Source: an optimization exercise on an open RTL-to-GDS flow (aim: small area, a short achievable clock period and few clock cycles). Production flows keep margins and buffers that such runs may drop.
In this exercise RTL edits were held to simulation tests only and were not proved equivalent to the original.
Power is estimated from default activity; no workload was simulated.

==> 10-22: inputs <==
// seq_gcd
module seq_gcd (
	input  wire        clk,
	input  wire        rst_n,
	input  wire [31:0] la_write_a,
	input  wire [31:0] la_write_b,
	input  wire [31:0] a_i,
	input  wire [31:0] b_i,
	output wire [31:0] gcd_o,
	output wire [31:0] rdata,
	output reg         ready
);
	reg [31:0] a_q;
	reg [31:0] b_q;
	reg        busy;
	wire la_load = (&la_write_a) & (&la_write_b);
	function [4:0] enc;
		input [31:0] oh;
		integer i, j;
		begin
			for (j = 0; j < 5; j = j + 1) begin
				enc[j] = 1'b0;
				for (i = 0; i < 32; i = i + 1)
					if ((i >> j) & 1) enc[j] = enc[j] | oh[i];
			end
		end
	endfunction
	wire [31:0] ab = a_q | b_q;
	wire [32:0] hk;
	assign hk[0] = 1'b0;
	assign hk[1] = hk[0] | ab[0];
	assign hk[2] = hk[1] | ab[1];
	assign hk[3] = hk[2] | ab[2];
	assign hk[4] = hk[3] | ab[3];
	assign hk[5] = hk[4] | ab[4];
	assign hk[6] = hk[5] | ab[5];
	assign hk[7] = hk[6] | ab[6];
	assign hk[8] = hk[7] | ab[7];
	assign hk[9] = hk[8] | ab[8];
	assign hk[10] = hk[9] | ab[9];
	assign hk[11] = hk[10] | ab[10];
	assign hk[12] = hk[11] | ab[11];
	assign hk[13] = hk[12] | ab[12];
	assign hk[14] = hk[13] | ab[13];
	assign hk[15] = hk[14] | ab[14];
	assign hk[16] = hk[15] | ab[15];
	assign hk[17] = hk[16] | ab[16];
	assign hk[18] = hk[17] | ab[17];
	assign hk[19] = hk[18] | ab[18];
	assign hk[20] = hk[19] | ab[19];
	assign hk[21] = hk[20] | ab[20];
	assign hk[22] = hk[21] | ab[21];
	assign hk[23] = hk[22] | ab[22];
	assign hk[24] = hk[23] | ab[23];
	assign hk[25] = hk[24] | ab[24];
  ...
==> flow/config.mk <==
export PLATFORM = sky130hd
export DESIGN_NAME = seq_gcd
export DESIGN_NICKNAME = seq_gcd
export VERILOG_FILES = /design/flow/design.v
export SDC_FILE = /design/flow/constraint.sdc
export NUM_CORES = 4
export LEC_CHECK = 0
export ABC_AREA = 1
export CAP_MARGIN = 20
export CORE_MARGIN = 2
export CORE_UTILIZATION = 50
export PLACE_DENSITY = 0.7
export SLEW_MARGIN = 20
==> flow/constraint.sdc <==
create_clock -name core_clock -period 70.0 [get_ports {clk}]
set_input_delay 14.0000 -clock core_clock [delete_from_list [all_inputs] [get_ports {clk}]]
set_output_delay 14.0000 -clock core_clock [all_outputs]
set_load 0.01 [all_outputs]
standard.sh (not shown) runs the stock make flow with config.mk's settings and CLKGATE_MAP_FILE= SYNTH_SCRIPT=/design/flow/synth_recipe.tcl, a recipe that flattens the netlist after the stock synthesis.
==> flow/flow/run.sh <==
#!/bin/bash
# The standard layout with two changes: port buffers use the smallest buffer
# cell (buf_1) instead of buffer_ports' default choice, and clock tree
# synthesis uses small clock buffers and adds no dummy loads.
set -euo pipefail
export BUFFER_PORTS_ARGS="-buffer_cell sky130_fd_sc_hd__buf_1"
export CTS_ARGS="-sink_clustering_enable -sink_clustering_size 80 -sink_clustering_max_diameter 400 -repair_clock_nets -dont_use_dummy_load -buf_list sky130_fd_sc_hd__clkbuf_8 -root_buf sky130_fd_sc_hd__clkbuf_16"
bash standard.sh > flow.log 2>&1
==> 06-28: changes against 10-22 <==
--- a/flow/design.v
+++ b/flow/design.v
@@ -60,15 +60,15 @@
 	assign hk[30] = hk[29] | ab[29];
 	assign hk[31] = hk[30] | ab[30];
 	assign hk[32] = hk[31] | ab[31];
 	wire [31:0] low    = ab & ~hk[31:0];
 	wire [4:0]  k      = enc(low);
 	wire        a_lo   = |(a_q & low);
 	wire        b_lo   = |(b_q & low);
-	wire        zop    = ~|a_q | ~|b_q;    
+	wire        zop    = 1'b0;
 	wire [32:0] s0_v;
 	wire [31:0] s0_p = a_q ^ ~b_q;
 	wire [31:0] s0_g = a_q & ~b_q;
 	wire s0_G1_0 = s0_g[1] | (s0_p[1] & (a_q[0] | ~b_q[0]));
 	wire s0_G3_2 = s0_g[3] | (s0_p[3] & s0_g[2]);
 	wire s0_P3_2 = s0_p[3] & s0_p[2];
 	wire s0_G5_4 = s0_g[5] | (s0_p[5] & s0_g[4]);
==> flow/flow/run.sh (replaced) <==
#!/bin/bash
# The standard layout with these changes: port buffers use the smallest
# buffer cell (buf_1) instead of buffer_ports' default choice; clock tree
# synthesis adds no dummy loads; after global placement, upsize.tcl gives
# the a_q flip-flops, which drive gcd_o, the next drive strength.
set -euo pipefail
export BUFFER_PORTS_ARGS="-buffer_cell sky130_fd_sc_hd__buf_1"
export CTS_ARGS="-sink_clustering_enable -repair_clock_nets -dont_use_dummy_load -buf_list sky130_fd_sc_hd__clkbuf_4 -root_buf sky130_fd_sc_hd__clkbuf_8"
export POST_GLOBAL_PLACE_TCL="$(pwd)/flow/upsize.tcl"
bash standard.sh > flow.log 2>&1
==> flow/flow/upsize.tcl (new file) <==
# Sourced after global placement (POST_GLOBAL_PLACE_TCL): gcd_o comes
# straight from the a_q flip-flops through the output buffers, so give those
# flip-flops the next drive strength (same cell type).
set block [ord::get_db_block]
set n 0
foreach inst [$block getInsts] {
  set name [$inst getName]
  set master [[$inst getMaster] getName]
  if {[string match {a_q*} $name] && $master eq "sky130_fd_sc_hd__dfxtp_1"} {
    $inst swapMaster [[ord::get_db] findMaster sky130_fd_sc_hd__dfxtp_2]
    incr n
  }
}
puts "upsize.tcl: $n flip-flops upsized"
==> flow/config.mk (replaced) <==
export PLATFORM = sky130hd
export DESIGN_NAME = seq_gcd
export DESIGN_NICKNAME = seq_gcd
export VERILOG_FILES = /design/flow/design.v
export SDC_FILE = /design/flow/constraint.sdc
export NUM_CORES = 4
export LEC_CHECK = 0
export ABC_AREA = 1
export CAP_MARGIN = 20
export CORE_MARGIN = 2
export CORE_UTILIZATION = 65
export PLACE_DENSITY = 0.8
export SLEW_MARGIN = 20
==> 03-04: changes against 10-22 <==
--- a/flow/design.v
+++ b/flow/design.v
@@ -60,15 +60,15 @@
 	assign hk[30] = hk[29] | ab[29];
 	assign hk[31] = hk[30] | ab[30];
 	assign hk[32] = hk[31] | ab[31];
 	wire [31:0] low    = ab & ~hk[31:0];
 	wire [4:0]  k      = enc(low);
 	wire        a_lo   = |(a_q & low);
 	wire        b_lo   = |(b_q & low);
-	wire        zop    = ~|a_q | ~|b_q;    
+	wire        zop    = 1'b0;
 	wire [32:0] s0_v;
 	wire [31:0] s0_p = a_q ^ ~b_q;
 	wire [31:0] s0_g = a_q & ~b_q;
 	wire s0_G1_0 = s0_g[1] | (s0_p[1] & (a_q[0] | ~b_q[0]));
 	wire s0_G3_2 = s0_g[3] | (s0_p[3] & s0_g[2]);
 	wire s0_P3_2 = s0_p[3] & s0_p[2];
 	wire s0_G5_4 = s0_g[5] | (s0_p[5] & s0_g[4]);
==> flow/flow/run.sh (replaced) <==
#!/bin/bash
# The standard layout with these changes: port buffers use the smallest
# buffer cell (buf_1) instead of buffer_ports' default choice; clock tree
# synthesis uses small clock buffers and adds no dummy loads; after global
# placement, upsize.tcl gives the a_q flip-flops and gcd_o's output buffers
# the next drive strength.
set -euo pipefail
export BUFFER_PORTS_ARGS="-buffer_cell sky130_fd_sc_hd__buf_1"
export CTS_ARGS="-sink_clustering_enable -repair_clock_nets -dont_use_dummy_load -buf_list sky130_fd_sc_hd__clkbuf_2 -root_buf sky130_fd_sc_hd__clkbuf_8"
export POST_GLOBAL_PLACE_TCL="$(pwd)/flow/upsize.tcl"
bash standard.sh > flow.log 2>&1
==> flow/flow/upsize.tcl (new file) <==
# Sourced after global placement (POST_GLOBAL_PLACE_TCL): gcd_o comes
# straight from the a_q flip-flops through the output buffers, so give those
# flip-flops and buffers the next drive strength (same cell types).
set block [ord::get_db_block]
foreach inst [$block getInsts] {
  set name [$inst getName]
  set master [[$inst getMaster] getName]
  if {[string match {a_q\[*} $name] && $master eq "sky130_fd_sc_hd__dfxtp_1"} {
    replace_cell $name sky130_fd_sc_hd__dfxtp_2
  }
}
foreach port [$block getBTerms] {
  if {![string match {gcd_o*} [$port getName]]} { continue }
  set net [$port getNet]
  foreach iterm [$net getITerms] {
    set inst [$iterm getInst]
    if {[[$inst getMaster] getName] eq "sky130_fd_sc_hd__buf_1"} {
      replace_cell [$inst getName] sky130_fd_sc_hd__buf_2
    }
  }
}
==> 03-05: changes against 10-22 <==
--- a/flow/design.v
+++ b/flow/design.v
@@ -60,15 +60,15 @@
 	assign hk[30] = hk[29] | ab[29];
 	assign hk[31] = hk[30] | ab[30];
 	assign hk[32] = hk[31] | ab[31];
 	wire [31:0] low    = ab & ~hk[31:0];
 	wire [4:0]  k      = enc(low);
 	wire        a_lo   = |(a_q & low);
 	wire        b_lo   = |(b_q & low);
-	wire        zop    = ~|a_q | ~|b_q;    
+	wire        zop    = 1'b0;
 	wire [32:0] s0_v;
 	wire [31:0] s0_p = a_q ^ ~b_q;
 	wire [31:0] s0_g = a_q & ~b_q;
 	wire s0_G1_0 = s0_g[1] | (s0_p[1] & (a_q[0] | ~b_q[0]));
 	wire s0_G3_2 = s0_g[3] | (s0_p[3] & s0_g[2]);
 	wire s0_P3_2 = s0_p[3] & s0_p[2];
 	wire s0_G5_4 = s0_g[5] | (s0_p[5] & s0_g[4]);
==> flow/flow/run.sh (replaced) <==
#!/bin/bash
# The standard layout with these changes: port buffers use the smallest
# buffer cell (buf_1) instead of buffer_ports' default choice; clock tree
# synthesis adds no dummy loads; after global placement, upsize.tcl gives
# the a_q flip-flops, which drive gcd_o, the next drive strength.
set -euo pipefail
export BUFFER_PORTS_ARGS="-buffer_cell sky130_fd_sc_hd__buf_1"
export CTS_ARGS="-sink_clustering_enable -repair_clock_nets -dont_use_dummy_load -buf_list sky130_fd_sc_hd__clkbuf_4 -root_buf sky130_fd_sc_hd__clkbuf_8"
export POST_GLOBAL_PLACE_TCL="$(pwd)/flow/upsize.tcl"
bash standard.sh > flow.log 2>&1
==> flow/flow/upsize.tcl (new file) <==
# Sourced after global placement (POST_GLOBAL_PLACE_TCL): gcd_o comes
# straight from the a_q flip-flops through the output buffers, so give those
# flip-flops the next drive strength (same cell type).
set block [ord::get_db_block]
set n 0
foreach inst [$block getInsts] {
  set name [$inst getName]
  set master [[$inst getMaster] getName]
  if {[string match {a_q*} $name] && $master eq "sky130_fd_sc_hd__dfxtp_1"} {
    $inst swapMaster [[ord::get_db] findMaster sky130_fd_sc_hd__dfxtp_2]
    incr n
  }
}
puts "upsize.tcl: $n flip-flops upsized"
==> run summary <==
Between 06-28 and 03-04, the lower combinational power is in 03-04 (gap about 2%, measured against 03-04). Global-route usage, highest first: 06-28, 10-22, 03-05, 03-04. The highest setup slack belongs to 06-28, the lowest to 03-04. Sequential cell count is the same in 06-28 and 10-22. First-iteration DRC count, highest first: 06-28, 03-04, 10-22, 03-05. In 03-05 the synthesized area is lower than in 10-22, by 1.2%. Critical path depth is the same in 10-22 and 03-05.
Testbench counts of 10-22, summed over its fixed seeds: cycles 24,209.
Testbench counts of 06-28, summed over its fixed seeds: cycles 24,209.
Testbench counts of 03-04, summed over its fixed seeds: cycles 24,209.
Testbench counts of 03-05, summed over its fixed seeds: cycles 24,209.

[what the ideal ports hide]
Ports are ideal in the flow. The routed layouts listed here were re-timed in OpenROAD. Step 1: set_driving_cell puts a clkbuf_16 on clk and a buf_2 on each other input, an assumption about the parent block. Step 2 moves the port delays by t, midway between the first and last clock arrival at a register: inputs arrive t later, outputs are due t later. That takes back most of the time a late clock gives input paths. Slacks: ideal ports / drivers / drivers and shift; pairs: ideal ports / drivers.
run	t (ns)	slack for setup (ns)	worst setup path at the end
10-22	0.392	54.950 / 54.902 / 55.061	input to register
06-28	0.428	55.001 / 54.962 / 55.028	input to register
03-04	0.409	54.904 / 54.864 / 55.124	input to register
03-05	0.419	54.993 / 54.953 / 55.113	input to register
After both steps setup and hold are still met in every run listed.
